This is an optimization exercise on Yosys and OpenROAD, whose aim is small area, a short achievable clock period and few clock cycles per item, not a production implementation. In this exercise RTL edits were held to simulation tests only and were not proved equivalent to the original. Power and IR drop assume default switching activity.

--- flow/design.v ---
module tab0_0(input [3:0] a, output [13:0] c);
  localparam [15:0] Tc0 = 16'h0116;
  assign c[0] = Tc0[a];
  localparam [15:0] Tc1 = 16'h0116;
  assign c[1] = Tc1[a];
  localparam [15:0] Tc2 = 16'h6880;
  assign c[2] = Tc2[a];
  localparam [15:0] Tc3 = 16'h7ee8;
  assign c[3] = Tc3[a];
  localparam [15:0] Tc4 = 16'he996;
  assign c[4] = Tc4[a];
  localparam [15:0] Tc5 = 16'h7ee8;
  assign c[5] = Tc5[a];
  localparam [15:0] Tc6 = 16'he996;
  assign c[6] = Tc6[a];
  localparam [15:0] Tc7 = 16'h177e;
  assign c[7] = Tc7[a];
  localparam [15:0] Tc8 = 16'h9668;
  assign c[8] = Tc8[a];
  localparam [15:0] Tc9 = 16'h8116;
  assign c[9] = Tc9[a];
  localparam [15:0] Tc10 = 16'h1668;
  assign c[10] = Tc10[a];
  localparam [15:0] Tc11 = 16'he880;
  assign c[11] = Tc11[a];
  localparam [15:0] Tc12 = 16'h0000;
  assign c[12] = Tc12[a];
  localparam [15:0] Tc13 = 16'h0000;
  assign c[13] = Tc13[a];
endmodule
module tab0_1(input [3:0] a, output [13:0] c);
  localparam [15:0] Tc0 = 16'h381c;
  assign c[0] = Tc0[a];
  localparam [15:0] Tc1 = 16'h65ba;
  assign c[1] = Tc1[a];
  localparam [15:0] Tc2 = 16'h20ba;
  assign c[2] = Tc2[a];
  localparam [15:0] Tc3 = 16'h1c86;
  assign c[3] = Tc3[a];
  localparam [15:0] Tc4 = 16'h5924;
  assign c[4] = Tc4[a];
  localparam [15:0] Tc5 = 16'h5d04;
  assign c[5] = Tc5[a];
  localparam [15:0] Tc6 = 16'h08ae;
  assign c[6] = Tc6[a];
  localparam [15:0] Tc7 = 16'h6138;
  assign c[7] = Tc7[a];
  localparam [15:0] Tc8 = 16'h7130;
  assign c[8] = Tc8[a];
  localparam [15:0] Tc9 = 16'h4d0c;
  assign c[9] = Tc9[a];
  localparam [15:0] Tc10 = 16'h18a6;
  assign c[10] = Tc10[a];
  localparam [15:0] Tc11 = 16'h08ae;
  assign c[11] = Tc11[a];
  localparam [15:0] Tc12 = 16'h08ae;
  assign c[12] = Tc12[a];
  localparam [15:0] Tc13 = 16'h08ae;
  assign c[13] = Tc13[a];
endmodule
module tab0_2(input [3:0] a, output [13:0] c);
  localparam [15:0] Tc0 = 16'h6996;
  assign c[0] = Tc0[a];
  localparam [15:0] Tc1 = 16'h2902;
  assign c[1] = Tc1[a];
  localparam [15:0] Tc2 = 16'h4094;
  assign c[2] = Tc2[a];
  localparam [15:0] Tc3 = 16'h42d4;
  assign c[3] = Tc3[a];
  localparam [15:0] Tc4 = 16'h2942;
  assign c[4] = Tc4[a];
  localparam [15:0] Tc5 = 16'h4294;
  assign c[5] = Tc5[a];
  localparam [15:0] Tc6 = 16'h2942;
  assign c[6] = Tc6[a];
  localparam [15:0] Tc7 = 16'h2b02;
  assign c[7] = Tc7[a];
  localparam [15:0] Tc8 = 16'h4294;
  assign c[8] = Tc8[a];
  localparam [15:0] Tc9 = 16'h2942;
  assign c[9] = Tc9[a];
  localparam [15:0] Tc10 = 16'h4294;
  assign c[10] = Tc10[a];
  localparam [15:0] Tc11 = 16'h40d4;
  assign c[11] = Tc11[a];
  localparam [15:0] Tc12 = 16'h40d4;
  assign c[12] = Tc12[a];
  localparam [15:0] Tc13 = 16'h40d4;
  assign c[13] = Tc13[a];
endmodule
module tab0_3(input [3:0] a, output [13:0] c);
  localparam [15:0] Tc0 = 16'h45a2;
  assign c[0] = Tc0[a];
  localparam [15:0] Tc1 = 16'h793c;
  assign c[1] = Tc1[a];
  localparam [15:0] Tc2 = 16'h7130;
  assign c[2] = Tc2[a];
  localparam [15:0] Tc3 = 16'h249a;
  assign c[3] = Tc3[a];
  localparam [15:0] Tc4 = 16'h1c86;
  assign c[4] = Tc4[a];
  localparam [15:0] Tc5 = 16'h0c8e;
  assign c[5] = Tc5[a];
  localparam [15:0] Tc6 = 16'h30b2;
  assign c[6] = Tc6[a];
  localparam [15:0] Tc7 = 16'h5924;
  assign c[7] = Tc7[a];
  localparam [15:0] Tc8 = 16'h5d04;
  assign c[8] = Tc8[a];
  localparam [15:0] Tc9 = 16'h08ae;
  assign c[9] = Tc9[a];
  localparam [15:0] Tc10 = 16'h3492;
  assign c[10] = Tc10[a];
  localparam [15:0] Tc11 = 16'h30b2;
  assign c[11] = Tc11[a];
  localparam [15:0] Tc12 = 16'h30b2;
  assign c[12] = Tc12[a];
  localparam [15:0] Tc13 = 16'h30b2;
  assign c[13] = Tc13[a];
endmodule
module tab2_0(input [3:0] a, output [13:0] c);
  localparam [15:0] Tc0 = 16'h3432;
  assign c[0] = Tc0[a];
  localparam [15:0] Tc1 = 16'h3032;
  assign c[1] = Tc1[a];
  localparam [15:0] Tc2 = 16'h3fc2;
  assign c[2] = Tc2[a];
  localparam [15:0] Tc3 = 16'h5964;
  assign c[3] = Tc3[a];
  localparam [15:0] Tc4 = 16'h52b4;
  assign c[4] = Tc4[a];
  localparam [15:0] Tc5 = 16'h5f04;
  assign c[5] = Tc5[a];
  localparam [15:0] Tc6 = 16'hc992;
  assign c[6] = Tc6[a];
  localparam [15:0] Tc7 = 16'h0b42;
  assign c[7] = Tc7[a];
  localparam [15:0] Tc8 = 16'h5158;
  assign c[8] = Tc8[a];
  localparam [15:0] Tc9 = 16'h9d9c;
  assign c[9] = Tc9[a];
  localparam [15:0] Tc10 = 16'h1ee0;
  assign c[10] = Tc10[a];
  localparam [15:0] Tc11 = 16'he000;
  assign c[11] = Tc11[a];
  localparam [15:0] Tc12 = 16'h0000;
  assign c[12] = Tc12[a];
  localparam [15:0] Tc13 = 16'h0000;
  assign c[13] = Tc13[a];
endmodule
module tab2_1(input [3:0] a, output [13:0] c);
  localparam [15:0] Tc0 = 16'h0ff0;
  assign c[0] = Tc0[a];
  localparam [15:0] Tc1 = 16'h0f00;
  assign c[1] = Tc1[a];
  localparam [15:0] Tc2 = 16'h3ccc;
  assign c[2] = Tc2[a];
  localparam [15:0] Tc3 = 16'h9a5a;
  assign c[3] = Tc3[a];
  localparam [15:0] Tc4 = 16'h239c;
  assign c[4] = Tc4[a];
  localparam [15:0] Tc5 = 16'hcc10;
  assign c[5] = Tc5[a];
  localparam [15:0] Tc6 = 16'ha54a;
  assign c[6] = Tc6[a];
  localparam [15:0] Tc7 = 16'h500a;
  assign c[7] = Tc7[a];
  localparam [15:0] Tc8 = 16'h0ffa;
  assign c[8] = Tc8[a];
  localparam [15:0] Tc9 = 16'h5550;
  assign c[9] = Tc9[a];
  localparam [15:0] Tc10 = 16'hcc36;
  assign c[10] = Tc10[a];
  localparam [15:0] Tc11 = 16'hccfe;
  assign c[11] = Tc11[a];
  localparam [15:0] Tc12 = 16'hccfe;
  assign c[12] = Tc12[a];
  localparam [15:0] Tc13 = 16'hccfe;
  assign c[13] = Tc13[a];
endmodule
module tab2_2(input [3:0] a, output [13:0] c);
  localparam [15:0] Tc0 = 16'h6666;
  assign c[0] = Tc0[a];
  localparam [15:0] Tc1 = 16'heeee;
  assign c[1] = Tc1[a];
  localparam [15:0] Tc2 = 16'hb4b4;
  assign c[2] = Tc2[a];
  localparam [15:0] Tc3 = 16'h37c8;
  assign c[3] = Tc3[a];
  localparam [15:0] Tc4 = 16'h6d5a;
  assign c[4] = Tc4[a];
  localparam [15:0] Tc5 = 16'h85a0;
  assign c[5] = Tc5[a];
  localparam [15:0] Tc6 = 16'h9c66;
  assign c[6] = Tc6[a];
  localparam [15:0] Tc7 = 16'h2644;
  assign c[7] = Tc7[a];
  localparam [15:0] Tc8 = 16'h6222;
  assign c[8] = Tc8[a];
  localparam [15:0] Tc9 = 16'hdd22;
  assign c[9] = Tc9[a];
  localparam [15:0] Tc10 = 16'h5a78;
  assign c[10] = Tc10[a];
  localparam [15:0] Tc11 = 16'h5070;
  assign c[11] = Tc11[a];
  localparam [15:0] Tc12 = 16'h5070;
  assign c[12] = Tc12[a];
  localparam [15:0] Tc13 = 16'h5070;
  assign c[13] = Tc13[a];
endmodule
module tab2_3(input [3:0] a, output [13:0] c);
  localparam [15:0] Tc0 = 16'h33cc;
  assign c[0] = Tc0[a];
  localparam [15:0] Tc1 = 16'hffcc;
  assign c[1] = Tc1[a];
  localparam [15:0] Tc2 = 16'h99aa;
  assign c[2] = Tc2[a];
  localparam [15:0] Tc3 = 16'h1ef0;
  assign c[3] = Tc3[a];
  localparam [15:0] Tc4 = 16'h8666;
  assign c[4] = Tc4[a];
  localparam [15:0] Tc5 = 16'he888;
  assign c[5] = Tc5[a];
  localparam [15:0] Tc6 = 16'hc33c;
  assign c[6] = Tc6[a];
  localparam [15:0] Tc7 = 16'hf330;
  assign c[7] = Tc7[a];
  localparam [15:0] Tc8 = 16'hc0fc;
  assign c[8] = Tc8[a];
  localparam [15:0] Tc9 = 16'h300c;
  assign c[9] = Tc9[a];
  localparam [15:0] Tc10 = 16'h969a;
  assign c[10] = Tc10[a];
  localparam [15:0] Tc11 = 16'hb2ba;
  assign c[11] = Tc11[a];
  localparam [15:0] Tc12 = 16'hb2ba;
  assign c[12] = Tc12[a];
  localparam [15:0] Tc13 = 16'hb2ba;
  assign c[13] = Tc13[a];
endmodule
module tab1_0(input [7:0] a, output [13:0] h, output [13:0] l);
  localparam [15:0] Th0 = 16'h6996;
  assign h[0] = Th0[a[7:4]];
  localparam [15:0] Th1 = 16'h177e;
  assign h[1] = Th1[a[7:4]];
  localparam [15:0] Th2 = 16'hf00e;
  assign h[2] = Th2[a[7:4]];
  localparam [15:0] Th3 = 16'h9968;
  assign h[3] = Th3[a[7:4]];
  localparam [15:0] Th4 = 16'h4bda;
  assign h[4] = Th4[a[7:4]];
  localparam [15:0] Th5 = 16'ha1a0;
  assign h[5] = Th5[a[7:4]];
  localparam [15:0] Th6 = 16'hf1f0;
  assign h[6] = Th6[a[7:4]];
  localparam [15:0] Th7 = 16'h3d3c;
  assign h[7] = Th7[a[7:4]];
  localparam [15:0] Th8 = 16'h5756;
  assign h[8] = Th8[a[7:4]];
  localparam [15:0] Th9 = 16'hfffe;
  assign h[9] = Th9[a[7:4]];
  localparam [15:0] Th10 = 16'h9668;
  assign h[10] = Th10[a[7:4]];
  localparam [15:0] Th11 = 16'he880;
  assign h[11] = Th11[a[7:4]];
  localparam [15:0] Th12 = 16'h0000;
  assign h[12] = Th12[a[7:4]];
  localparam [15:0] Th13 = 16'h0000;
  assign h[13] = Th13[a[7:4]];
  localparam [15:0] Tl0 = 16'h33cc;
  assign l[0] = Tl0[a[3:0]];
  localparam [15:0] Tl1 = 16'h3cf0;
  assign l[1] = Tl1[a[3:0]];
  localparam [15:0] Tl2 = 16'h6aaa;
  assign l[2] = Tl2[a[3:0]];
  localparam [15:0] Tl3 = 16'hb3cc;
  assign l[3] = Tl3[a[3:0]];
  localparam [15:0] Tl4 = 16'hcc00;
  assign l[4] = Tl4[a[3:0]];
  localparam [15:0] Tl5 = 16'h9696;
  assign l[5] = Tl5[a[3:0]];
  localparam [15:0] Tl6 = 16'hb2b2;
  assign l[6] = Tl6[a[3:0]];
  localparam [15:0] Tl7 = 16'he718;
  assign l[7] = Tl7[a[3:0]];
  localparam [15:0] Tl8 = 16'hc4dc;
  assign l[8] = Tl8[a[3:0]];
  localparam [15:0] Tl9 = 16'h07e0;
  assign l[9] = Tl9[a[3:0]];
  localparam [15:0] Tl10 = 16'hf800;
  assign l[10] = Tl10[a[3:0]];
  localparam [15:0] Tl11 = 16'h0000;
  assign l[11] = Tl11[a[3:0]];
  localparam [15:0] Tl12 = 16'h0000;
  assign l[12] = Tl12[a[3:0]];
  localparam [15:0] Tl13 = 16'h0000;
  assign l[13] = Tl13[a[3:0]];
endmodule
module tab1_1(input [7:0] a, output [13:0] h, output [13:0] l);
  localparam [15:0] Th0 = 16'h9966;
  assign h[0] = Th0[a[7:4]];
  localparam [15:0] Th1 = 16'h1188;
  assign h[1] = Th1[a[7:4]];
  localparam [15:0] Th2 = 16'h4b5a;
  assign h[2] = Th2[a[7:4]];
  localparam [15:0] Th3 = 16'h38c6;
  assign h[3] = Th3[a[7:4]];
  localparam [15:0] Th4 = 16'h6ea8;
  assign h[4] = Th4[a[7:4]];
  localparam [15:0] Th5 = 16'h1696;
  assign h[5] = Th5[a[7:4]];
  localparam [15:0] Th6 = 16'h54d4;
  assign h[6] = Th6[a[7:4]];
  localparam [15:0] Th7 = 16'h5b24;
  assign h[7] = Th7[a[7:4]];
  localparam [15:0] Th8 = 16'h93c8;
  assign h[8] = Th8[a[7:4]];
  localparam [15:0] Th9 = 16'h1300;
  assign h[9] = Th9[a[7:4]];
  localparam [15:0] Th10 = 16'h8a66;
  assign h[10] = Th10[a[7:4]];
  localparam [15:0] Th11 = 16'h8aee;
  assign h[11] = Th11[a[7:4]];
  localparam [15:0] Th12 = 16'h8aee;
  assign h[12] = Th12[a[7:4]];
  localparam [15:0] Th13 = 16'h8aee;
  assign h[13] = Th13[a[7:4]];
  localparam [15:0] Tl0 = 16'hc33c;
  assign l[0] = Tl0[a[3:0]];
  localparam [15:0] Tl1 = 16'h65a6;
  assign l[1] = Tl1[a[3:0]];
  localparam [15:0] Tl2 = 16'h89c8;
  assign l[2] = Tl2[a[3:0]];
  localparam [15:0] Tl3 = 16'hc23c;
  assign l[3] = Tl3[a[3:0]];
  localparam [15:0] Tl4 = 16'hcf0c;
  assign l[4] = Tl4[a[3:0]];
  localparam [15:0] Tl5 = 16'h9aa6;
  assign l[5] = Tl5[a[3:0]];
  localparam [15:0] Tl6 = 16'h75ae;
  assign l[6] = Tl6[a[3:0]];
  localparam [15:0] Tl7 = 16'h0f5e;
  assign l[7] = Tl7[a[3:0]];
  localparam [15:0] Tl8 = 16'hf00e;
  assign l[8] = Tl8[a[3:0]];
  localparam [15:0] Tl9 = 16'ha554;
  assign l[9] = Tl9[a[3:0]];
  localparam [15:0] Tl10 = 16'hc968;
  assign l[10] = Tl10[a[3:0]];
  localparam [15:0] Tl11 = 16'h0180;
  assign l[11] = Tl11[a[3:0]];
  localparam [15:0] Tl12 = 16'h0100;
  assign l[12] = Tl12[a[3:0]];
  localparam [15:0] Tl13 = 16'h0100;
  assign l[13] = Tl13[a[3:0]];
endmodule
module tab1_2(input [7:0] a, output [13:0] h, output [13:0] l);
  localparam [15:0] Th0 = 16'h6996;
  assign h[0] = Th0[a[7:4]];
  localparam [15:0] Th1 = 16'h188e;
  assign h[1] = Th1[a[7:4]];
  localparam [15:0] Th2 = 16'ha224;
  assign h[2] = Th2[a[7:4]];
  localparam [15:0] Th3 = 16'h6992;
  assign h[3] = Th3[a[7:4]];
  localparam [15:0] Th4 = 16'he87e;
  assign h[4] = Th4[a[7:4]];
  localparam [15:0] Th5 = 16'h2432;
  assign h[5] = Th5[a[7:4]];
  localparam [15:0] Th6 = 16'hecfe;
  assign h[6] = Th6[a[7:4]];
  localparam [15:0] Th7 = 16'he30e;
  assign h[7] = Th7[a[7:4]];
  localparam [15:0] Th8 = 16'hdcc2;
  assign h[8] = Th8[a[7:4]];
  localparam [15:0] Th9 = 16'h33ce;
  assign h[9] = Th9[a[7:4]];
  localparam [15:0] Th10 = 16'h5a94;
  assign h[10] = Th10[a[7:4]];
  localparam [15:0] Th11 = 16'h50d4;
  assign h[11] = Th11[a[7:4]];
  localparam [15:0] Th12 = 16'h50d4;
  assign h[12] = Th12[a[7:4]];
  localparam [15:0] Th13 = 16'h50d4;
  assign h[13] = Th13[a[7:4]];
  localparam [15:0] Tl0 = 16'h5a5a;
  assign l[0] = Tl0[a[3:0]];
  localparam [15:0] Tl1 = 16'hc6c6;
  assign l[1] = Tl1[a[3:0]];
  localparam [15:0] Tl2 = 16'h0df2;
  assign l[2] = Tl2[a[3:0]];
  localparam [15:0] Tl3 = 16'h5558;
  assign l[3] = Tl3[a[3:0]];
  localparam [15:0] Tl4 = 16'h0f0a;
  assign l[4] = Tl4[a[3:0]];
  localparam [15:0] Tl5 = 16'h669c;
  assign l[5] = Tl5[a[3:0]];
  localparam [15:0] Tl6 = 16'hb42c;
  assign l[6] = Tl6[a[3:0]];
  localparam [15:0] Tl7 = 16'hfb0c;
  assign l[7] = Tl7[a[3:0]];
  localparam [15:0] Tl8 = 16'h55a6;
  assign l[8] = Tl8[a[3:0]];
  localparam [15:0] Tl9 = 16'h3362;
  assign l[9] = Tl9[a[3:0]];
  localparam [15:0] Tl10 = 16'h6978;
  assign l[10] = Tl10[a[3:0]];
  localparam [15:0] Tl11 = 16'h7170;
  assign l[11] = Tl11[a[3:0]];
  localparam [15:0] Tl12 = 16'h7170;
  assign l[12] = Tl12[a[3:0]];
  localparam [15:0] Tl13 = 16'h7170;
  assign l[13] = Tl13[a[3:0]];
endmodule
module tab1_3(input [7:0] a, output [13:0] h, output [13:0] l);
  localparam [15:0] Th0 = 16'h6996;
  assign h[0] = Th0[a[7:4]];
  localparam [15:0] Th1 = 16'hb224;
  assign h[1] = Th1[a[7:4]];
  localparam [15:0] Th2 = 16'hccc8;
  assign h[2] = Th2[a[7:4]];
  localparam [15:0] Th3 = 16'h6996;
  assign h[3] = Th3[a[7:4]];
  localparam [15:0] Th4 = 16'h188e;
  assign h[4] = Th4[a[7:4]];
  localparam [15:0] Th5 = 16'h077e;
  assign h[5] = Th5[a[7:4]];
  localparam [15:0] Th6 = 16'h00fe;
  assign h[6] = Th6[a[7:4]];
  localparam [15:0] Th7 = 16'haa54;
  assign h[7] = Th7[a[7:4]];
  localparam [15:0] Th8 = 16'h0fa4;
  assign h[8] = Th8[a[7:4]];
  localparam [15:0] Th9 = 16'hf004;
  assign h[9] = Th9[a[7:4]];
  localparam [15:0] Th10 = 16'h9692;
  assign h[10] = Th10[a[7:4]];
  localparam [15:0] Th11 = 16'hb2b2;
  assign h[11] = Th11[a[7:4]];
  localparam [15:0] Th12 = 16'hb2b2;
  assign h[12] = Th12[a[7:4]];
  localparam [15:0] Th13 = 16'hb2b2;
  assign h[13] = Th13[a[7:4]];
  localparam [15:0] Tl0 = 16'h6666;
  assign l[0] = Tl0[a[3:0]];
  localparam [15:0] Tl1 = 16'h11ee;
  assign l[1] = Tl1[a[3:0]];
  localparam [15:0] Tl2 = 16'h5ab4;
  assign l[2] = Tl2[a[3:0]];
  localparam [15:0] Tl3 = 16'h6cc8;
  assign l[3] = Tl3[a[3:0]];
  localparam [15:0] Tl4 = 16'he666;
  assign l[4] = Tl4[a[3:0]];
  localparam [15:0] Tl5 = 16'h4bb4;
  assign l[5] = Tl5[a[3:0]];
  localparam [15:0] Tl6 = 16'h155e;
  assign l[6] = Tl6[a[3:0]];
  localparam [15:0] Tl7 = 16'hc3c2;
  assign l[7] = Tl7[a[3:0]];
  localparam [15:0] Tl8 = 16'hcfce;
  assign l[8] = Tl8[a[3:0]];
  localparam [15:0] Tl9 = 16'hfc02;
  assign l[9] = Tl9[a[3:0]];
  localparam [15:0] Tl10 = 16'h6664;
  assign l[10] = Tl10[a[3:0]];
  localparam [15:0] Tl11 = 16'h4444;
  assign l[11] = Tl11[a[3:0]];
  localparam [15:0] Tl12 = 16'h4444;
  assign l[12] = Tl12[a[3:0]];
  localparam [15:0] Tl13 = 16'h4444;
  assign l[13] = Tl13[a[3:0]];
endmodule
module kfix1(input [3:0] sel, output [12:0] v);
  assign v = ({13{sel[0]}} & 13'd2971) | ({13{sel[1]}} & 13'd7105) | ({13{sel[2]}} & 13'd7529) | ({13{sel[3]}} & 13'd7657);
endmodule
module tab3_0(input [7:0] a, output [13:0] h, output [13:0] l);
  localparam [15:0] Th0 = 16'h0ff0;
  assign h[0] = Th0[a[7:4]];
  localparam [15:0] Th1 = 16'ha5aa;
  assign h[1] = Th1[a[7:4]];
  localparam [15:0] Th2 = 16'h9c66;
  assign h[2] = Th2[a[7:4]];
  localparam [15:0] Th3 = 16'hb0d2;
  assign h[3] = Th3[a[7:4]];
  localparam [15:0] Th4 = 16'hbf02;
  assign h[4] = Th4[a[7:4]];
  localparam [15:0] Th5 = 16'h2664;
  assign h[5] = Th5[a[7:4]];
  localparam [15:0] Th6 = 16'hfb44;
  assign h[6] = Th6[a[7:4]];
  localparam [15:0] Th7 = 16'hc378;
  assign h[7] = Th7[a[7:4]];
  localparam [15:0] Th8 = 16'h0380;
  assign h[8] = Th8[a[7:4]];
  localparam [15:0] Th9 = 16'h595a;
  assign h[9] = Th9[a[7:4]];
  localparam [15:0] Th10 = 16'hf40a;
  assign h[10] = Th10[a[7:4]];
  localparam [15:0] Th11 = 16'h000a;
  assign h[11] = Th11[a[7:4]];
  localparam [15:0] Th12 = 16'h000a;
  assign h[12] = Th12[a[7:4]];
  localparam [15:0] Th13 = 16'h000a;
  assign h[13] = Th13[a[7:4]];
  localparam [15:0] Tl0 = 16'h6996;
  assign l[0] = Tl0[a[3:0]];
  localparam [15:0] Tl1 = 16'hd442;
  assign l[1] = Tl1[a[3:0]];
  localparam [15:0] Tl2 = 16'hf0f2;
  assign l[2] = Tl2[a[3:0]];
  localparam [15:0] Tl3 = 16'h9964;
  assign l[3] = Tl3[a[3:0]];
  localparam [15:0] Tl4 = 16'hbb22;
  assign l[4] = Tl4[a[3:0]];
  localparam [15:0] Tl5 = 16'hdd44;
  assign l[5] = Tl5[a[3:0]];
  localparam [15:0] Tl6 = 16'h77ee;
  assign l[6] = Tl6[a[3:0]];
  localparam [15:0] Tl7 = 16'h00ee;
  assign l[7] = Tl7[a[3:0]];
  localparam [15:0] Tl8 = 16'h6688;
  assign l[8] = Tl8[a[3:0]];
  localparam [15:0] Tl9 = 16'h22aa;
  assign l[9] = Tl9[a[3:0]];
  localparam [15:0] Tl10 = 16'he196;
  assign l[10] = Tl10[a[3:0]];
  localparam [15:0] Tl11 = 16'h1f7e;
  assign l[11] = Tl11[a[3:0]];
  localparam [15:0] Tl12 = 16'hfffe;
  assign l[12] = Tl12[a[3:0]];
  localparam [15:0] Tl13 = 16'hfffe;
  assign l[13] = Tl13[a[3:0]];
endmodule
module tab3_1(input [7:0] a, output [13:0] h, output [13:0] l);
  localparam [15:0] Th0 = 16'h33cc;
  assign h[0] = Th0[a[7:4]];
  localparam [15:0] Th1 = 16'hc3f0;
  assign h[1] = Th1[a[7:4]];
  localparam [15:0] Th2 = 16'h9596;
  assign h[2] = Th2[a[7:4]];
  localparam [15:0] Th3 = 16'h2ad4;
  assign h[3] = Th3[a[7:4]];
  localparam [15:0] Th4 = 16'h3318;
  assign h[4] = Th4[a[7:4]];
  localparam [15:0] Th5 = 16'h5a86;
  assign h[5] = Th5[a[7:4]];
  localparam [15:0] Th6 = 16'hc642;
  assign h[6] = Th6[a[7:4]];
  localparam [15:0] Th7 = 16'ha8a8;
  assign h[7] = Th7[a[7:4]];
  localparam [15:0] Th8 = 16'hff00;
  assign h[8] = Th8[a[7:4]];
  localparam [15:0] Th9 = 16'h0ff0;
  assign h[9] = Th9[a[7:4]];
  localparam [15:0] Th10 = 16'hcc3c;
  assign h[10] = Th10[a[7:4]];
  localparam [15:0] Th11 = 16'hccfc;
  assign h[11] = Th11[a[7:4]];
  localparam [15:0] Th12 = 16'hccfc;
  assign h[12] = Th12[a[7:4]];
  localparam [15:0] Th13 = 16'hccfc;
  assign h[13] = Th13[a[7:4]];
  localparam [15:0] Tl0 = 16'h6996;
  assign l[0] = Tl0[a[3:0]];
  localparam [15:0] Tl1 = 16'h2b42;
  assign l[1] = Tl1[a[3:0]];
  localparam [15:0] Tl2 = 16'hd402;
  assign l[2] = Tl2[a[3:0]];
  localparam [15:0] Tl3 = 16'h6994;
  assign l[3] = Tl3[a[3:0]];
  localparam [15:0] Tl4 = 16'he78e;
  assign l[4] = Tl4[a[3:0]];
  localparam [15:0] Tl5 = 16'h1f7e;
  assign l[5] = Tl5[a[3:0]];
  localparam [15:0] Tl6 = 16'h0f0e;
  assign l[6] = Tl6[a[3:0]];
  localparam [15:0] Tl7 = 16'h6968;
  assign l[7] = Tl7[a[3:0]];
  localparam [15:0] Tl8 = 16'hdbda;
  assign l[8] = Tl8[a[3:0]];
  localparam [15:0] Tl9 = 16'ha1a0;
  assign l[9] = Tl9[a[3:0]];
  localparam [15:0] Tl10 = 16'h9866;
  assign l[10] = Tl10[a[3:0]];
  localparam [15:0] Tl11 = 16'h88ee;
  assign l[11] = Tl11[a[3:0]];
  localparam [15:0] Tl12 = 16'h88ee;
  assign l[12] = Tl12[a[3:0]];
  localparam [15:0] Tl13 = 16'h88ee;
  assign l[13] = Tl13[a[3:0]];
endmodule
module tab3_2(input [7:0] a, output [13:0] h, output [13:0] l);
  localparam [15:0] Th0 = 16'h9696;
  assign h[0] = Th0[a[7:4]];
  localparam [15:0] Th1 = 16'h17e8;
  assign h[1] = Th1[a[7:4]];
  localparam [15:0] Th2 = 16'h18f0;
  assign h[2] = Th2[a[7:4]];
  localparam [15:0] Th3 = 16'h8666;
  assign h[3] = Th3[a[7:4]];
  localparam [15:0] Th4 = 16'he888;
  assign h[4] = Th4[a[7:4]];
  localparam [15:0] Th5 = 16'h55aa;
  assign h[5] = Th5[a[7:4]];
  localparam [15:0] Th6 = 16'h5500;
  assign h[6] = Th6[a[7:4]];
  localparam [15:0] Th7 = 16'h99cc;
  assign h[7] = Th7[a[7:4]];
  localparam [15:0] Th8 = 16'hbbaa;
  assign h[8] = Th8[a[7:4]];
  localparam [15:0] Th9 = 16'h22cc;
  assign h[9] = Th9[a[7:4]];
  localparam [15:0] Th10 = 16'h3cf0;
  assign h[10] = Th10[a[7:4]];
  localparam [15:0] Th11 = 16'h30f0;
  assign h[11] = Th11[a[7:4]];
  localparam [15:0] Th12 = 16'h30f0;
  assign h[12] = Th12[a[7:4]];
  localparam [15:0] Th13 = 16'h30f0;
  assign h[13] = Th13[a[7:4]];
  localparam [15:0] Tl0 = 16'ha55a;
  assign l[0] = Tl0[a[3:0]];
  localparam [15:0] Tl1 = 16'h0a50;
  assign l[1] = Tl1[a[3:0]];
  localparam [15:0] Tl2 = 16'h339c;
  assign l[2] = Tl2[a[3:0]];
  localparam [15:0] Tl3 = 16'h694a;
  assign l[3] = Tl3[a[3:0]];
  localparam [15:0] Tl4 = 16'h24fa;
  assign l[4] = Tl4[a[3:0]];
  localparam [15:0] Tl5 = 16'he3c6;
  assign l[5] = Tl5[a[3:0]];
  localparam [15:0] Tl6 = 16'h10ce;
  assign l[6] = Tl6[a[3:0]];
  localparam [15:0] Tl7 = 16'h66a8;
  assign l[7] = Tl7[a[3:0]];
  localparam [15:0] Tl8 = 16'h78f0;
  assign l[8] = Tl8[a[3:0]];
  localparam [15:0] Tl9 = 16'h70f0;
  assign l[9] = Tl9[a[3:0]];
  localparam [15:0] Tl10 = 16'hd5aa;
  assign l[10] = Tl10[a[3:0]];
  localparam [15:0] Tl11 = 16'hffaa;
  assign l[11] = Tl11[a[3:0]];
  localparam [15:0] Tl12 = 16'hffaa;
  assign l[12] = Tl12[a[3:0]];
  localparam [15:0] Tl13 = 16'hffaa;
  assign l[13] = Tl13[a[3:0]];
endmodule
module tab3_3(input [7:0] a, output [13:0] h, output [13:0] l);
  localparam [15:0] Th0 = 16'h5a5a;
  assign h[0] = Th0[a[7:4]];
  localparam [15:0] Th1 = 16'h3636;
  assign h[1] = Th1[a[7:4]];
  localparam [15:0] Th2 = 16'hcd32;
  assign h[2] = Th2[a[7:4]];
  localparam [15:0] Th3 = 16'h5a68;
  assign h[3] = Th3[a[7:4]];
  localparam [15:0] Th4 = 16'hfada;
  assign h[4] = Th4[a[7:4]];
  localparam [15:0] Th5 = 16'h39c6;
  assign h[5] = Th5[a[7:4]];
  localparam [15:0] Th6 = 16'h073e;
  assign h[6] = Th6[a[7:4]];
  localparam [15:0] Th7 = 16'haa54;
  assign h[7] = Th7[a[7:4]];
  localparam [15:0] Th8 = 16'h5a0e;
  assign h[8] = Th8[a[7:4]];
  localparam [15:0] Th9 = 16'h9c98;
  assign h[9] = Th9[a[7:4]];
  localparam [15:0] Th10 = 16'hbaba;
  assign h[10] = Th10[a[7:4]];
  localparam [15:0] Th11 = 16'hbaba;
  assign h[11] = Th11[a[7:4]];
  localparam [15:0] Th12 = 16'hbaba;
  assign h[12] = Th12[a[7:4]];
  localparam [15:0] Th13 = 16'hbaba;
  assign h[13] = Th13[a[7:4]];
  localparam [15:0] Tl0 = 16'h6996;
  assign l[0] = Tl0[a[3:0]];
  localparam [15:0] Tl1 = 16'h4d24;
  assign l[1] = Tl1[a[3:0]];
  localparam [15:0] Tl2 = 16'h2b62;
  assign l[2] = Tl2[a[3:0]];
  localparam [15:0] Tl3 = 16'h8e78;
  assign l[3] = Tl3[a[3:0]];
  localparam [15:0] Tl4 = 16'h33bc;
  assign l[4] = Tl4[a[3:0]];
  localparam [15:0] Tl5 = 16'hcc30;
  assign l[5] = Tl5[a[3:0]];
  localparam [15:0] Tl6 = 16'hccfc;
  assign l[6] = Tl6[a[3:0]];
  localparam [15:0] Tl7 = 16'h3c0c;
  assign l[7] = Tl7[a[3:0]];
  localparam [15:0] Tl8 = 16'hf30c;
  assign l[8] = Tl8[a[3:0]];
  localparam [15:0] Tl9 = 16'hff0c;
  assign l[9] = Tl9[a[3:0]];
  localparam [15:0] Tl10 = 16'h969a;
  assign l[10] = Tl10[a[3:0]];
  localparam [15:0] Tl11 = 16'hb2ba;
  assign l[11] = Tl11[a[3:0]];
  localparam [15:0] Tl12 = 16'hb2ba;
  assign l[12] = Tl12[a[3:0]];
  localparam [15:0] Tl13 = 16'hb2ba;
  assign l[13] = Tl13[a[3:0]];
endmodule
module kfix3(input [3:0] sel, output [12:0] v);
  assign v = ({13{sel[0]}} & 13'd1763) | ({13{sel[1]}} & 13'd805) | ({13{sel[2]}} & 13'd581) | ({13{sel[3]}} & 13'd515);
endmodule
`timescale 1ns / 1ps
module add_up(
    input [14:0] in,
    output [17:0] out1,output [17:0] out2,
    output [17:0] out4,output [17:0] out3,
    input clk,
    input rst,
    input in_valid,
    output in_ready,
    output out_valid
    );
assign in_ready = 1'b1;
reg  [3:0]  cnt;         
reg         dir;         
reg         pact;        
reg  [3:0]  pj;          
wire        take  = in_valid & ~rst;
wire        shift = take | (pact & (cnt == 4'd0));    
wire        pv    = shift & pact;                     
always @(posedge clk) begin
    if (rst) begin
        cnt <= 4'd0; pj <= 4'd0; dir <= 1'b0; pact <= 1'b0;
    end else begin
        if (pv) begin
            pj <= pj + 4'd1;
            if (pj == 4'd15) pact <= 1'b0;
        end
        if (take) begin
            cnt <= cnt + 4'd1;
            if (cnt == 4'd15) begin
                dir <= ~dir; pact <= 1'b1; pj <= 4'd0;
            end
        end
    end
end
wire [15:0] p;           
dct_array ua(.clk(clk), .shift(shift), .dir(dir), .smp(in), .p(p));
wire [3:0] x0b, x2b;     
wire [7:0] db;           
dct_serial us(.clk(clk), .pv(pv), .first(pj == 4'd0), .p(p), .x0b(x0b), .x2b(x2b), .db(db));
wire [3:0] a0 = {x0b[0], x0b[1], x0b[2], x0b[3]};      
wire [3:0] a2 = {x2b[0], x2b[1], x2b[2], x2b[3]};
wire [7:0] a1 = {db[0], db[1], db[2], db[3], db[4], db[5], db[6], db[7]};
reg  [7:0] XO [0:3];     
reg  [7:0] XE [0:3];     
reg  [4:0] V;            
reg  [3:0] J [0:4];      
integer i;
always @(posedge clk) begin
    XO[0] <= (pj == 4'd15) ? ~a1 : a1; XE[0] <= {a0, a2}; J[0] <= pj;
    for (i = 1; i < 4; i = i + 1) begin XO[i] <= XO[i - 1]; XE[i] <= XE[i - 1]; end
    for (i = 1; i < 5; i = i + 1) J[i] <= J[i - 1];
    if (rst) V <= 5'd0;
    else     V <= {V[3:0], pv};
end
wire [12:0] res [0:15];  
reg  [3:0]  fin;         
genvar k;
generate
    for (k = 0; k < 4; k = k + 1) begin : grp
        wire [13:0] c0w, c2w, h1, l1, h3, l3;
        reg  [13:0] c0, c1, c2, c3;
        reg         first, ns, last;
        wire [14:0] mask;
        if (k == 0) begin : t0
            tab0_0 u0(XE[0][7:4], c0w); tab1_0 u1(XO[0], h1, l1);
            tab2_0 u2(XE[0][3:0], c2w); tab3_0 u3(XO[0], h3, l3);
        end else if (k == 1) begin : t1
            tab0_1 u0(XE[1][7:4], c0w); tab1_1 u1(XO[1], h1, l1);
            tab2_1 u2(XE[1][3:0], c2w); tab3_1 u3(XO[1], h3, l3);
        end else if (k == 2) begin : t2
            tab0_2 u0(XE[2][7:4], c0w); tab1_2 u1(XO[2], h1, l1);
            tab2_2 u2(XE[2][3:0], c2w); tab3_2 u3(XO[2], h3, l3);
        end else begin : t3
            tab0_3 u0(XE[3][7:4], c0w); tab1_3 u1(XO[3], h1, l1);
            tab2_3 u2(XE[3][3:0], c2w); tab3_3 u3(XO[3], h3, l3);
        end
        genvar b;
        for (b = 0; b < 13; b = b + 1) begin : mk
            assign mask[b] = (J[k + 1] >= 15 - b);
        end
        assign mask[13] = 1'b1;
        assign mask[14] = (J[k + 1] != 4'd0);
        always @(posedge clk) begin
            c0    <= c0w;
            c1    <= h1 + l1;
            c2    <= c2w;
            c3    <= h3 + l3;
            first <= (J[k] == 4'd0);
            ns    <= (J[k] == 4'd1) | (J[k] == 4'd2);
            last  <= (J[k] == 4'd15);
            if (rst) fin[k] <= 1'b0;
            else     fin[k] <= V[k + 1] & last;
        end
        dct_acc r0(.clk(clk), .v(V[k + 1]), .first(first), .ns(ns), .neg(last), .mask(mask), .c(c0),  .res(res[4 * k + 0]));
        dct_acc r1(.clk(clk), .v(V[k + 1]), .first(first), .ns(ns), .neg(1'b0), .mask(mask), .c(c1),  .res(res[4 * k + 1]));
        dct_acc r2(.clk(clk), .v(V[k + 1]), .first(first), .ns(ns), .neg(last), .mask(mask), .c(c2),  .res(res[4 * k + 2]));
        dct_acc r3(.clk(clk), .v(V[k + 1]), .first(first), .ns(ns), .neg(1'b0), .mask(mask), .c(c3),  .res(res[4 * k + 3]));
    end
endgenerate
wire [12:0] kf1, kf3;
kfix1 uk1(fin, kf1);
kfix3 uk3(fin, kf3);
wire [12:0] r0 = ({13{fin[0]}} & res[0])  | ({13{fin[1]}} & res[4])  | ({13{fin[2]}} & res[8])  | ({13{fin[3]}} & res[12]);
wire [12:0] r1 = ({13{fin[0]}} & res[1])  | ({13{fin[1]}} & res[5])  | ({13{fin[2]}} & res[9])  | ({13{fin[3]}} & res[13]);
wire [12:0] r2 = ({13{fin[0]}} & res[2])  | ({13{fin[1]}} & res[6])  | ({13{fin[2]}} & res[10]) | ({13{fin[3]}} & res[14]);
wire [12:0] r3 = ({13{fin[0]}} & res[3])  | ({13{fin[1]}} & res[7])  | ({13{fin[2]}} & res[11]) | ({13{fin[3]}} & res[15]);
reg [12:0] o1, o2, o3, o4;
reg        ov;
always @(posedge clk) begin
    if (rst) ov <= 1'b0;
    else     ov <= |fin;
    o1 <= r0;
    o2 <= r1 + kf1;
    o3 <= r2;
    o4 <= r3 + kf3;
end
assign out_valid = ov;
assign out1 = {o1, 5'd0};
assign out2 = {o2, 5'd0};
assign out3 = {o3, 5'd0};
assign out4 = {o4, 5'd0};
endmodule
module dct_array(
    input clk, input shift, input dir, input [14:0] smp,
    output [15:0] p
    );
reg  [15:0] M [0:15];
wire [15:0] inb;
genvar r, c;
generate
    for (c = 0; c < 16; c = c + 1) begin : ib
        if (c == 0) begin : z
            assign inb[c] = 1'b0;
        end else begin : b
            assign inb[c] = smp[15 - c];
        end
    end
    for (r = 0; r < 16; r = r + 1) begin : row
        for (c = 0; c < 16; c = c + 1) begin : col
            localparam P = (r + c) % 2;
            wire dn = (r == 0) ? inb[c] ^ P : ~M[(r == 0) ? 0 : r - 1][c];
            wire rt = (c == 0) ? inb[r] ^ P : ~M[r][(c == 0) ? 0 : c - 1];
            always @(posedge clk)
                if (shift) M[r][c] <= dir ? rt : dn;
        end
    end
    for (c = 0; c < 16; c = c + 1) begin : pl
        localparam P = c % 2;            
        assign p[c] = (dir ? M[15 - c][15] : M[15][15 - c]) ^ P;
    end
endgenerate
endmodule
module dct_serial(
    input clk, input pv, input first, input [15:0] p,
    output [3:0] x0b, output [3:0] x2b, output [7:0] db
    );
reg  [7:0] cs, cd;
reg  [3:0] c0, c2;
wire [7:0] sb;
wire [7:0] cs_in = first ? 8'h00 : cs;
wire [7:0] cd_in = first ? 8'hff : cd;
wire [3:0] c0_in = first ? 4'h0 : c0;
wire [3:0] c2_in = first ? 4'hf : c2;
wire [7:0] ncs, ncd;
wire [3:0] nc0, nc2;
genvar m;
generate
    for (m = 0; m < 8; m = m + 1) begin : sa
        wire a = p[m], b = p[15 - m];
        assign sb[m]  = a ^ b ^ cs_in[m];
        assign ncs[m] = (a & b) | (a & cs_in[m]) | (b & cs_in[m]);
        assign db[m]  = a ^ ~b ^ cd_in[m];
        assign ncd[m] = (a & ~b) | (a & cd_in[m]) | (~b & cd_in[m]);
    end
    for (m = 0; m < 4; m = m + 1) begin : sb2
        wire a = sb[m], b = sb[7 - m];
        assign x0b[m] = a ^ b ^ c0_in[m];
        assign nc0[m] = (a & b) | (a & c0_in[m]) | (b & c0_in[m]);
        assign x2b[m] = a ^ ~b ^ c2_in[m];
        assign nc2[m] = (a & ~b) | (a & c2_in[m]) | (~b & c2_in[m]);
    end
endgenerate
always @(posedge clk)
    if (pv) begin
        cs <= ncs; cd <= ncd; c0 <= nc0; c2 <= nc2;
    end
endmodule
module dct_base(input [14:0] R, input ns, output [14:0] base);
assign base = {ns & R[14], ns ? R[13] : R[14], ~ns & R[13], R[12:1]};
endmodule
module dct_acc(
    input clk, input v, input first, input ns, input neg, input [14:0] mask,
    input [13:0] c, output [12:0] res
    );
reg  [14:0] R;
wire [14:0] base, sum;
dct_base bs(R, ns, base);
wire [14:0] op = {1'b0, ~c[13], c[12:0] ^ {13{neg}}};
dct_add15 ad(.a(base), .b(op), .s(sum));
always @(posedge clk)
    if (v) R <= {sum[14] & mask[14], first ? ~c[13] : sum[13], sum[12:0] & mask[12:0]};
assign res = R[12:0];
endmodule
module dct_add15(input [14:0] a, input [14:0] b, output [14:0] s);
assign s = a + b;
endmodule
--- flow/flow/run.sh ---
#!/bin/bash
# Standard layout, repair of the worst paths aiming at a 3 ns period, plain buffers on the ports.
set -o pipefail
bash standard.sh SETUP_SLACK_MARGIN=6 TNS_END_PERCENT=20 "BUFFER_PORTS_ARGS=-buffer_cell sky130_fd_sc_hd__buf_2" finish > standard.log 2>&1
--- flow/standard.sh ---
#!/bin/bash
# synth_recipe.tcl (not shown) runs the flow's synth.tcl, then flattens the netlist and writes it again
# the make line also repeats each setting of config.mk as NAME=value (left out here)
make -C /OpenROAD-flow-scripts/flow DESIGN_CONFIG=/design/flow/config.mk WORK_HOME=/design/flow/orfs CLKGATE_MAP_FILE= SYNTH_SCRIPT=/design/flow/synth_recipe.tcl "${@:-finish}"
--- flow/config.mk ---
export PLATFORM = sky130hd
export DESIGN_NAME = add_up
export DESIGN_NICKNAME = add_up
export VERILOG_FILES = /design/flow/design.v
export SDC_FILE = /design/flow/constraint.sdc
export NUM_CORES = 8
export LEC_CHECK = 0
export ABC_CLOCK_PERIOD_IN_PS = 3500
export CAP_MARGIN = 20
export CORE_MARGIN = 2
export CORE_UTILIZATION = 40
export SETUP_SLACK_MARGIN = 5
export SLEW_MARGIN = 20
--- flow/constraint.sdc ---
create_clock -name core_clock -period 9.0 [get_ports {clk}]
set_input_delay 1.8000 -clock core_clock [delete_from_list [all_inputs] [get_ports {clk}]]
set_output_delay 1.8000 -clock core_clock [all_outputs]
set_load 0.01 [all_outputs]
==> results.cfg, run 1 <==
[timing]
fin_setup_tns_ns = 0
final-max-slew-violation-count = 0
fin_skew_ns = 0.0283
fmax_mhz = 328
hold_viol_final = 0
slew_headroom_pct = 29.1
finalCritPeriodShare_pct = 33.9
period_needed_ns = 3.05
setup_violations = 0
rsz0062_at_grt = yes
tightest_slew_ns = 1.05

[detailed_routing]
drc_errors = 0
ant_nets = 0
num_vias = 37000
wl_per_cell_microns = 19.1
drt-total-wl_mm = 131
drtIter0Drc = 2674
first_pass_iters = 5
via_per_inst = 5.42

[power_and_ir_drop]
p_int_mw = 8.99
p_per_area_nw_per_um2 = 229
pwr-share-seq_pct = 37.4
p_comb_share_pct = 32.9
swShare_pct = 33.4
ir_drop_uv = 148
power.switching_mw = 4.52
pwr-share-clk_pct = 29.8
p_leak_nw = 23.1

[final_layout]
finalNetCount = 5627
drive_gt1_share_pct = 12.6
fin_cells = 6824
area_growth_pct = 14.2
n_fill_cell = 11700
num_antenna_cells = 0

[setup_path]
path_delay_family = flip-flops
cp_cell_sequence = buf_2
path_max_fanout = 1
cp_num_cells = 1
path_buf_inv = 1
slowest_stage = dfxtp_1
critical-path-max-stage-delay_ns = 0.39
required_ns = 7.20
cp.arrival_ns = 1.25
reg2reg_slack_ns = 5.96
r2r_end = grp[0].c3[10]
regToRegStartpoint = XO[0][1]
reg2reg_depth = 13
crit_type = reg -> out
cp-end-kind = output pin
critPathLaunchType = register

[min_path]
hold_class = reg -> reg
min-delay-start = J[0][3]
whs_path_depth = 0
holdPathEnd = J[1][3]

[floorplanning]
core_sq_um = 128000
dieArea_sq_um = 132000
io_pins = 92
start_util_pct = 40.4
fp.dieH_microns = 363
die_x_microns = 363
placementRows = 131

[place]
hpwl_mm = 93.4
placed_cells = 6537
io_buffers = 70
gp_congestion = 0.906

[global_route]
gr-max-usage-layer = met2
grt_pass1_vias = 34600
use_met3_pct = 2.25
met1_usage_pct = 25.5
grt_max_degree = 99
antenna_found_initial = 2
grt-ovfl-total = 0
use_met2_pct = 31.7
grt_pass1_wl_mm = 196
grt_usage_pct = 19.0

[clock_tree]
clockRootBuffer = clkbuf_16
htree_levels = 3
clk_path_buf_depth = 3
numClockSinks = 880
cts_tree = yes
cts_buffers = 94
worstSkewPairLatency_ns = 0.71
hold_buffers = 0
clk_pin_slew_ns = 0.06

[synth]
ys_seq_elements = 880
syn_inst = 4945
ys_seq_area_share_pct = 44.3
synth_cell_type_count = 78
synth_area_sq_um = 51500
synth_warnings = 11
ys.flop_type = edfxtp_1
avgSynthCellArea_sq_um = 10.4
synth-edff-count = 519
synth.top_cell.area_share_pct = 30.2
synth_top_area_cell = edfxtp_1
synth_top_cells_by_area = edfxtp_1 30%, dfxtp_1 14%, ha_1 12%
ys_async_sr_fraction_pct = 0

[status]
status = finished clean

[job]
maxCapViolations = 0
## through the flow
stage	cell area, sq um	hold slack (ns)	util, %	worst slack, ns	power (mW)
2_1_floorplan	51700	0.329	-	1.40	8.36
3_3_place_gp	53500	0.376	41.9	4.78	9.26
3_5_place_dp	53500	0.377	41.9	4.75	9.31
4_1_cts	57600	0.356	45.1	5.87	13.4
5_1_grt	58900	0.370	46.1	5.82	14.3
6_report	58900	0.362	46.1	5.95	13.5
## worst max-delay path by stage
| stage | end | slack, ns | start |
|---|---|---|---|
| 2_1_floorplan | pj[3] | 1.40 | cnt[1] |
| 3_3_place_gp | ua.M[0][2] | 4.78 | rst |
| 3_5_place_dp | ua.M[0][2] | 4.75 | rst |
| 4_1_cts | out2[13] | 5.87 | o2[8] |
| 5_1_grt | grp[0].c3[10] | 5.82 | XO[0][1] |
| 6_report | out2[13] | 5.95 | o2[8] |
## cell families (layout without fill, tap and decap cells)
kind of cell	after synthesis	count (layout)	synth area share [%]
other	2	21	0.0146
and+or+nand+nor	1198	1198	10.8
muxes	361	361	7.21
AOI/OAI and AO/OA	1189	1189	14.8
adders and majority gates	527	527	13.5
xor gates and xnor gates	359	359	6.10
buffers and inverters	429	627	3.28
DFF	880	880	44.3
## layout by cell type (no fill, tap or decap), types with 20 or more instances in the layout
cell,instances
edfxtp_1,519
ha_1,448
nor2_1,404
dfxtp_1,318
mux2i_1,314
nand2_1,305
a21oi_1,290
o21ai_0,235
inv_1,218
xor2_1,192
xnor2_1,156
a21o_1,116
buf_4,114
nor3_1,108
a22oi_1,106
clkbuf_16,102
a211oi_1,73
nor2b_1,71
buf_2,70
o21a_1,62
nand3_1,56
nand2b_1,51
and2_1,44
fa_1,43
mux2_2,42
and3_1,35
dfxtp_4,33
o21bai_1,32
a31oi_1,26
or2_2,23
clkinv_2,22
o21ai_1,22
a21oi_2,22
o211ai_1,21
conb_1,21
o31ai_1,20
## repair_timing
action | 4_1_cts | 5_1_grt
endpoints found under the setup margin | 331 | 323
resized for setup | 152 | 154
pin swaps | 10 | 57
setup buffers | 40 | 63
cloned | 2 | 6
## power groups by stage
stage / Combinational [mW] / Clock (mW) / Sequential [mW]
after detailed placement: 4.14 / 0 / 5.16
after global routing: 4.98 / 4.25 / 5.09
final: 4.44 / 4.02 / 5.05
after CTS: 4.27 / 4.11 / 5.07
after floorplan: 3.44 / 0 / 4.92
after global placement: 4.10 / 0 / 5.17
## routing by layer
layer	up-vias	wire length, microns
met5	-	0
met3	215	6380
met4	0	4700
li1	18200	-
met2	874	62100
met1	17700	57400
## cells in the mapped netlist, drive strengths merged (23+ instances only)
| master | n |
|---|---|
| nand3 | 56 |
| o21a | 62 |
| dfxtp | 361 |
| fa | 50 |
| a211oi | 80 |
| nand2b | 51 |
| a21o | 116 |
| edfxtp | 519 |
| a21oi | 312 |
| o21bai | 35 |
| a31oi | 27 |
| xor2 | 201 |
| or2 | 23 |
| nand2 | 308 |
| nor2b | 78 |
| mux2i | 315 |
| and2 | 45 |
| nor3 | 111 |
| o31ai | 23 |
| and3 | 35 |
| buf | 63 |
| clkbuf | 123 |
| mux2 | 42 |
| a22oi | 106 |
| o21ai | 270 |
| xnor2 | 158 |
| inv | 239 |
| nor2 | 410 |
| ha | 477 |
## flip-flops by register name, indices dropped and copies added, names as in the netlist, 20 cells and up
| signal | cells |
|---|---|
| grp.r2.R | 60 |
| grp.r1.R | 60 |
| grp.c0 | 39 |
| grp.c3 | 53 |
| grp.r3.R | 60 |
| J | 20 |
| XO | 32 |
| XE | 32 |
| grp.c2 | 48 |
| grp.c1 | 53 |
| grp.r0.R | 60 |
| ua.M | 255 |
## area by class of cell
type	instances	area, sq um	share of cell area (%)
clock buffer	129	2670	4.53
clock inverter	47	562	0.954
inverter	243	968	1.64
multi-input combinational	3655	28000	47.5
sequential	880	22900	39.0
tap	1662	2080	3.53
timing repair buffer	208	1680	2.86
Testbench counts, summed over its fixed seeds: cycles 5,304, blocks 320.
==> run 2: changes to the inputs <==
==> flow/flow/run.sh (replaced) <==
#!/bin/bash
# Standard layout, repair of the worst paths aiming at a 3 ns period, plain buffers on the ports.
set -o pipefail
bash standard.sh SETUP_SLACK_MARGIN=6 TNS_END_PERCENT=5 "BUFFER_PORTS_ARGS=-buffer_cell sky130_fd_sc_hd__buf_4" finish > standard.log 2>&1
--- a/flow/config.mk
+++ b/flow/config.mk
@@ -9,5 +9,7 @@
 export CAP_MARGIN = 20
 export CORE_MARGIN = 2
 export CORE_UTILIZATION = 40
+export CTS_CLUSTER_DIAMETER = 100
+export CTS_CLUSTER_SIZE = 20
 export SETUP_SLACK_MARGIN = 5
 export SLEW_MARGIN = 20
==> run 2 against run 1 <==
  * Non-clock buffer count down 25
  * Die area unchanged
  * Register-to-register slack worse by 0.02 ns
  * Critical path type unchanged
==> results.cfg, run 2 <==
[global_route]
antenna_found_initial = 4
grt_max_degree = 185
grt_usage_pct = 18.7
grt_pass1_wl_mm = 194
grt_pass1_vias = 34500
grt-ovfl-total = 0

[synth]
yosysMostFrequentCell = edfxtp_1
synth_top_area_cell = edfxtp_1
ys.flop_type = edfxtp_1
synth_cell_type_count = 78
synth_commonest_cells = 519 x edfxtp_1, 477 x ha_1, 410 x nor2_1
ys_seq_elements = 880
synth.top_cell.area_share_pct = 30.2
ys_async_sr_fraction_pct = 0
synth_top_cells_by_area = edfxtp_1 30%, dfxtp_1 14%, ha_1 12%
synth_area_sq_um = 51500
ys_seq_area_share_pct = 44.3
avgSynthCellArea_sq_um = 10.4
syn_inst = 4945
synth-edff-count = 519
synth_warnings = 11

[detailed_routing]
first_pass_iters = 5
wl_per_cell_microns = 19.2
via_per_inst = 5.45
num_vias = 36600
drt-total-wl_mm = 129
ant_nets = 0
drtIter0Drc = 2762
drc_errors = 0

[clock_tree]
clk_path_buf_depth = 3
numClockSinks = 880
clockRootBuffer = clkbuf_16
cts_tree = yes
htree_levels = 2
clk_pin_slew_ns = 0.08
worstSkewPairLatency_ns = 0.70
hold_buffers = 0
cts_buffers = 51

[power_and_ir_drop]
ir_drop_uv = 159
p_leak_nw = 22.1
p_per_area_nw_per_um2 = 210
power.total_mw = 12.0

[place]
place_area_sq_um = 53700
hpwl_mm = 94.0
io_buffers = 70
gp_congestion = 0.906

[final_layout]
layout_commonest_cell = edfxtp_1
largest_register_ffs = 255
finalNetCount = 5559
design_area_sq_um = 56900
final_cell_mix = 519 x edfxtp_1, 459 x ha_1, 408 x nor2_1
regMostFlops = ua.M
area_growth_pct = 10.5
drive_gt1_share_pct = 9.83

[timing]
hold_viol_final = 0
slew_headroom_pct = 28.1
fmax_mhz = 324
setup_violations = 0
period_needed_ns = 3.08
tightest_slew_ns = 1.07
fin_setup_tns_ns = 0
final-max-slew-violation-count = 0
finalCritPeriodShare_pct = 34.3
fin_skew_ns = 0.0378
rsz0062_at_grt = yes

[setup_path]
critical-path-max-stage-delay_ns = 0.45
cp-end-kind = output pin
path_max_fanout = 1
slowest_stage = dfxtp_1
regToRegStartpoint = XO[3][0]
startpoint = o2[8]
path_delay_family = flip-flops
required_ns = 7.20
cp.arrival_ns = 1.28
cp_cell_sequence = buf_4
path_buf_inv = 1
critPathLaunchType = register
crit_type = reg -> out

[floorplanning]
dieArea_sq_um = 132000
die_x_microns = 363
start_util_pct = 40.4
io_pins = 92
fp.dieH_microns = 363
placementRows = 131
core_sq_um = 128000

[min_path]
min-delay-start = J[0][3]
hold_class = reg -> reg

[status]
status = finished clean

[job]
maxCapViolations = 0
==> run 2: cells by family (layout without fill, tap and decap cells) <==
family | Yosys count | after routing | share of synthesized area (%)
AO/OA/AOI/OAI | 1189 | 1189 | 14.8
XOR/XNOR | 359 | 359 | 6.10
adder cells (fa/ha/maj) | 527 | 527 | 13.5
buffers and inverters | 429 | 521 | 3.28
flip-flops | 880 | 880 | 44.3
multiplexers | 361 | 361 | 7.21
other | 2 | 22 | 0.0146
AND/OR/NAND/NOR | 1198 | 1198 | 10.8
==> run 2: per-layer routing <==
metal  vias to the layer above  share of wire, %  global-route usage, %
met5                         -                 0                      0
met4                         0               4.0                   7.20
met3                       218               4.4                   1.99
met2                       776                47                   31.1
met1                     17600                45                   25.0
li1                      18000                 -                      -
==> run 2: cell type report <==
| cell class | count | area [sq um] |
|---|---|---|
| tap | 1662 | 2080 |
| fill | 11900 | 70700 |
| multi-input combinational | 3655 | 27800 |
| antenna | 1 | 2.50 |
| sequential | 880 | 22900 |
| inverter | 243 | 970 |
| clock buffer | 88 | 1430 |
| timing repair buffer | 183 | 1620 |
| clock inverter | 7 | 151 |
==> run 2: worst paths after layout <==
path	slack (ns)	cells past startpoint	end
setup reg to reg	5.94	12	grp[3].c1[9]
hold / removal	0.39	0	J[1][3]
setup / recovery	5.92	1	out2[13]
hold reg to reg	0.39	0	J[1][3]
==> run 2: stage by stage <==
step | utilization, % | std cells | setup WS, ns | hold slack (ns)
final | 44.6 | 6719 | 5.92 | 0.393
after global routing | 44.6 | 6718 | 5.80 | 0.408
after CTS | 43.9 | 6671 | 5.74 | 0.397
after detailed placement | 42.1 | 6534 | 4.78 | 0.385
after global placement | 42.1 | 6534 | 4.81 | 0.376
after floorplan | - | 4964 | 1.40 | 0.329
==> run 2: what timing repair did <==
| item | 4_1_cts | 5_1_grt |
|---|---|---|
| gates resized for setup | 137 | 126 |
| setup buffers | 41 | 44 |
| endpoints found under the setup margin | 423 | 336 |
| endpoints found under the hold margin | 0 | 0 |
| cloned | 1 | 3 |
| pin swaps | 9 | 39 |
==> run 2: report_power, final <==
part | leakage, nW | internal [mW] | switching (mW)
logic | 13.8 | 1.97 | 2.42
clock network | 0.743 | 1.13 | 1.40
registers | 7.50 | 4.66 | 0.379
==> run 3: changes to the inputs <==
==> flow/flow/run.sh (replaced) <==
#!/bin/bash
# Standard layout, repair of the worst paths aiming at a 3 ns period, plain buffers on the ports.
set -o pipefail
bash standard.sh SETUP_SLACK_MARGIN=6.2 TNS_END_PERCENT=5 "BUFFER_PORTS_ARGS=-buffer_cell sky130_fd_sc_hd__buf_2" finish > standard.log 2>&1
==> run 3 against run 2 <==
  * Highest routed layer unchanged
  * Area after synthesis unchanged
  * Largest power group unchanged
  * Clock skew up 0.017 ns
  * Critical endpoint unchanged
  * Global-route usage up 0.28 points
  * Combinational power up 5.2%
  * Final area up 2.3%
  * Total power up 1.9%
  * Wire length up 1.1%
  * Critical path type unchanged
  * Die area unchanged
  * Non-clock buffer count up 81
  * Register-to-register slack better by 0.10 ns
  * Via count up 1.3%
  * Sequential share of layout area down 0.87 points
==> results.cfg, run 3 <==
[timing]
slew_headroom_pct = 23.6
fin_setup_tns_ns = 0
rsz0062_at_grt = yes
finalCritPeriodShare_pct = 32.9
hold_viol_final = 0
setup_violations = 0
fmax_mhz = 337
worst_hold_slack_ns = 0.390
period_needed_ns = 2.97
final-max-slew-violation-count = 0
fin_skew_ns = 0.0546
tightest_slew_ns = 1.13

[synth]
synth-edff-count = 519
synth_warnings = 11
ys_async_sr_fraction_pct = 0
syn_inst = 4945
synth_area_sq_um = 51500
synth_commonest_cells = 519 x edfxtp_1, 477 x ha_1, 410 x nor2_1
synth_cell_type_count = 78
ys_seq_area_share_pct = 44.3
synth_top_area_cell = edfxtp_1
synth_top_cells_by_area = edfxtp_1 30%, dfxtp_1 14%, ha_1 12%
synth.top_cell.area_share_pct = 30.2
yosysMostFrequentCell = edfxtp_1
ys_seq_elements = 880
ys.flop_type = edfxtp_1
avgSynthCellArea_sq_um = 10.4

[floorplanning]
io_pins = 92
fp.dieH_microns = 363
dieArea_sq_um = 132000
placementRows = 131
die_x_microns = 363
core_sq_um = 128000
start_util_pct = 40.4

[global_route]
grt_max_degree = 106
grt_pass1_vias = 35000
grt_usage_pct = 19.0
antenna_found_initial = 2
grt_pass1_wl_mm = 197
grt-ovfl-total = 0

[setup_path]
path_delay_family = flip-flops
path_max_fanout = 1
cp-end-kind = output pin
slowest_stage = dfxtp_4
critPathLaunchType = register
critical-path-max-stage-delay_ns = 0.38
crit_type = reg -> out
cp_cell_sequence = buf_6
regToRegStartpoint = XO[0][1]
path_buf_inv = 1
startpoint = o2[8]
cp.arrival_ns = 1.17
required_ns = 7.20

[final_layout]
largest_register_ffs = 255
drive_gt1_share_pct = 13.6
area_growth_pct = 13.0
regMostFlops = ua.M
finalNetCount = 5640
final_cell_mix = 519 x edfxtp_1, 435 x ha_1, 401 x nor2_1
layout_commonest_cell = edfxtp_1
n_fill_cell = 11800
utilization_pct = 45.6

[clock_tree]
htree_levels = 2
clockRootBuffer = clkbuf_16
worstSkewPairLatency_ns = 0.70
numClockSinks = 880
cts_buffers = 51
clk_path_buf_depth = 3
clk_pin_slew_ns = 0.09
cts_tree = yes

[power_and_ir_drop]
pwr-share-clk_pct = 20.7
swShare_pct = 35.2
power.switching_mw = 4.29
p_per_area_nw_per_um2 = 209
p_leak_nw = 22.6
pwr-share-seq_pct = 41.4
p_comb_share_pct = 37.9
p_int_mw = 7.90
ir_drop_uv = 159
power.total_mw = 12.2

[job]
maxCapViolations = 0

[detailed_routing]
num_vias = 37100
drt-total-wl_mm = 130
drtIter0Drc = 2677
via_per_inst = 5.46
wl_per_cell_microns = 19.2
ant_nets = 0
first_pass_iters = 5
drc_errors = 0

[place]
gp_congestion = 0.906
hpwl_mm = 93.4
io_buffers = 70

[min_path]
min-delay-start = J[0][3]
hold_class = reg -> reg

[status]
status = finished clean
[run 3: power by group through the flow]
stage | combinational, mW | clock, mW | sequential, mW
after floorplan | 3.44 | 0 | 4.92
after global placement | 4.09 | 0 | 5.17
after detailed placement | 4.14 | 0 | 5.17
after CTS | 4.36 | 2.60 | 5.06
after global routing | 5.15 | 2.73 | 5.09
final | 4.62 | 2.52 | 5.05
[run 3: worst register-to-register path: cells and delay by family, from the launching register on]
kind | cells | cell delay (ns)
buffers and inverters | 1 | 0.10
AO/OA/AOI/OAI | 6 | 1.21
adder cells (fa/ha/maj) | 3 | 0.82
XOR/XNOR | 3 | 0.41
flip-flops | 1 | 0.36
[run 3: path summary, 6_finish.rpt]
| path | depth (start not counted) | endpoint | slack (ns) |
|---|---|---|---|
| worst max-delay path | 1 | out2[13] | 6.03 |
| worst min-delay path | 0 | J[1][3] | 0.39 |
| worst max register to register | 13 | grp[0].c3[10] | 6.04 |
| worst min register to register | 0 | J[1][3] | 0.39 |
[run 3: logic make-up (layout without fill, tap and decap cells)]
kind of cell | count (synthesis) | after routing | synth area share (%)
and+or+nand+nor | 1198 | 1198 | 10.8
AOI/OAI and AO/OA | 1189 | 1189 | 14.8
DFF | 880 | 880 | 44.3
adders and majority gates | 527 | 527 | 13.5
buffers and inverters | 429 | 602 | 3.28
muxes | 361 | 361 | 7.21
xor gates and xnor gates | 359 | 359 | 6.10
other | 2 | 22 | 0.0146
[run 3: what timing repair did]
| action | 4_1_cts | 5_1_grt |
|---|---|---|
| gates resized for setup | 261 | 187 |
| buffers inserted | 91 | 65 |
| setup endpoints to repair | 622 | 587 |
| hold buffers | 0 | 0 |
| pin swaps | 61 | 88 |
| cloned | 3 | 8 |
[run 3: layout make-up]
type,instances,area (sq um),area share (%)
sequential,880,23000,39.4
multi-input combinational,3655,28400,48.7
tap,1662,2080,3.57
timing repair buffer,264,2260,3.88
clock inverter,8,154,0.264
inverter,243,977,1.68
antenna,1,2.50,0.00430
clock buffer,87,1420,2.44
[run 3: layer usage]
metal | wire length, microns | up-vias | GRT usage (%)
met5 | 0 | - | 0
met4 | 4260 | 0 | 5.85
met3 | 5330 | 171 | 1.65
met2 | 62300 | 812 | 32.0
met1 | 58300 | 18000 | 25.8
li1 | - | 18200 | -
[run 3: per-stage QoR]
step                instances  setup slack [ns]  cell area, sq um
floorplan                4964              1.40             51700
global placement         6536              4.86             53500
detailed placement       6537              4.82             53500
CTS                      6726              5.98             56800
global route             6799              5.90             58300
finish                   6800              6.03             58300

port drivers added, routing unchanged:
No port has a modelled driver above. Below, the same layouts with a new extraction and two added sets of constraints. Step 1 (the two cells are an assumption about what drives the block):
set clk [get_ports {clk}]
set_driving_cell -lib_cell sky130_fd_sc_hd__clkbuf_16 $clk
set_driving_cell -lib_cell sky130_fd_sc_hd__buf_2 [delete_from_list [all_inputs] $clk]
Step 2 also shifts input and output timing later by t, the mid clock arrival at the registers, as if the neighbouring blocks saw the same clock. Slacks: no drivers / after step 1 / after step 2; pairs: no drivers / after step 1.
run | shift t [ns] | setup WS [ns] | worst hold slack (ns) | worst setup path after step 2 | slew at the worst register clock pin (ns)
run 1 | 0.775 | 5.947 / 5.872 / 5.348 | 0.362 / 0.362 / 0.362 | input to register | 0.07 / 0.07
run 2 | 0.749 | 5.916 / 5.848 / 5.322 | 0.393 / 0.393 / 0.393 | input to register | 0.10 / 0.10
run 3 | 0.744 | 6.035 / 5.963 / 5.514 | 0.390 / 0.390 / 0.390 | input to register | 0.10 / 0.10
After both steps every run listed still meets setup and hold. For run 1, which loses most, drivers alone change the setup slack by -0.075 ns; drivers and shift together by -0.599 ns.
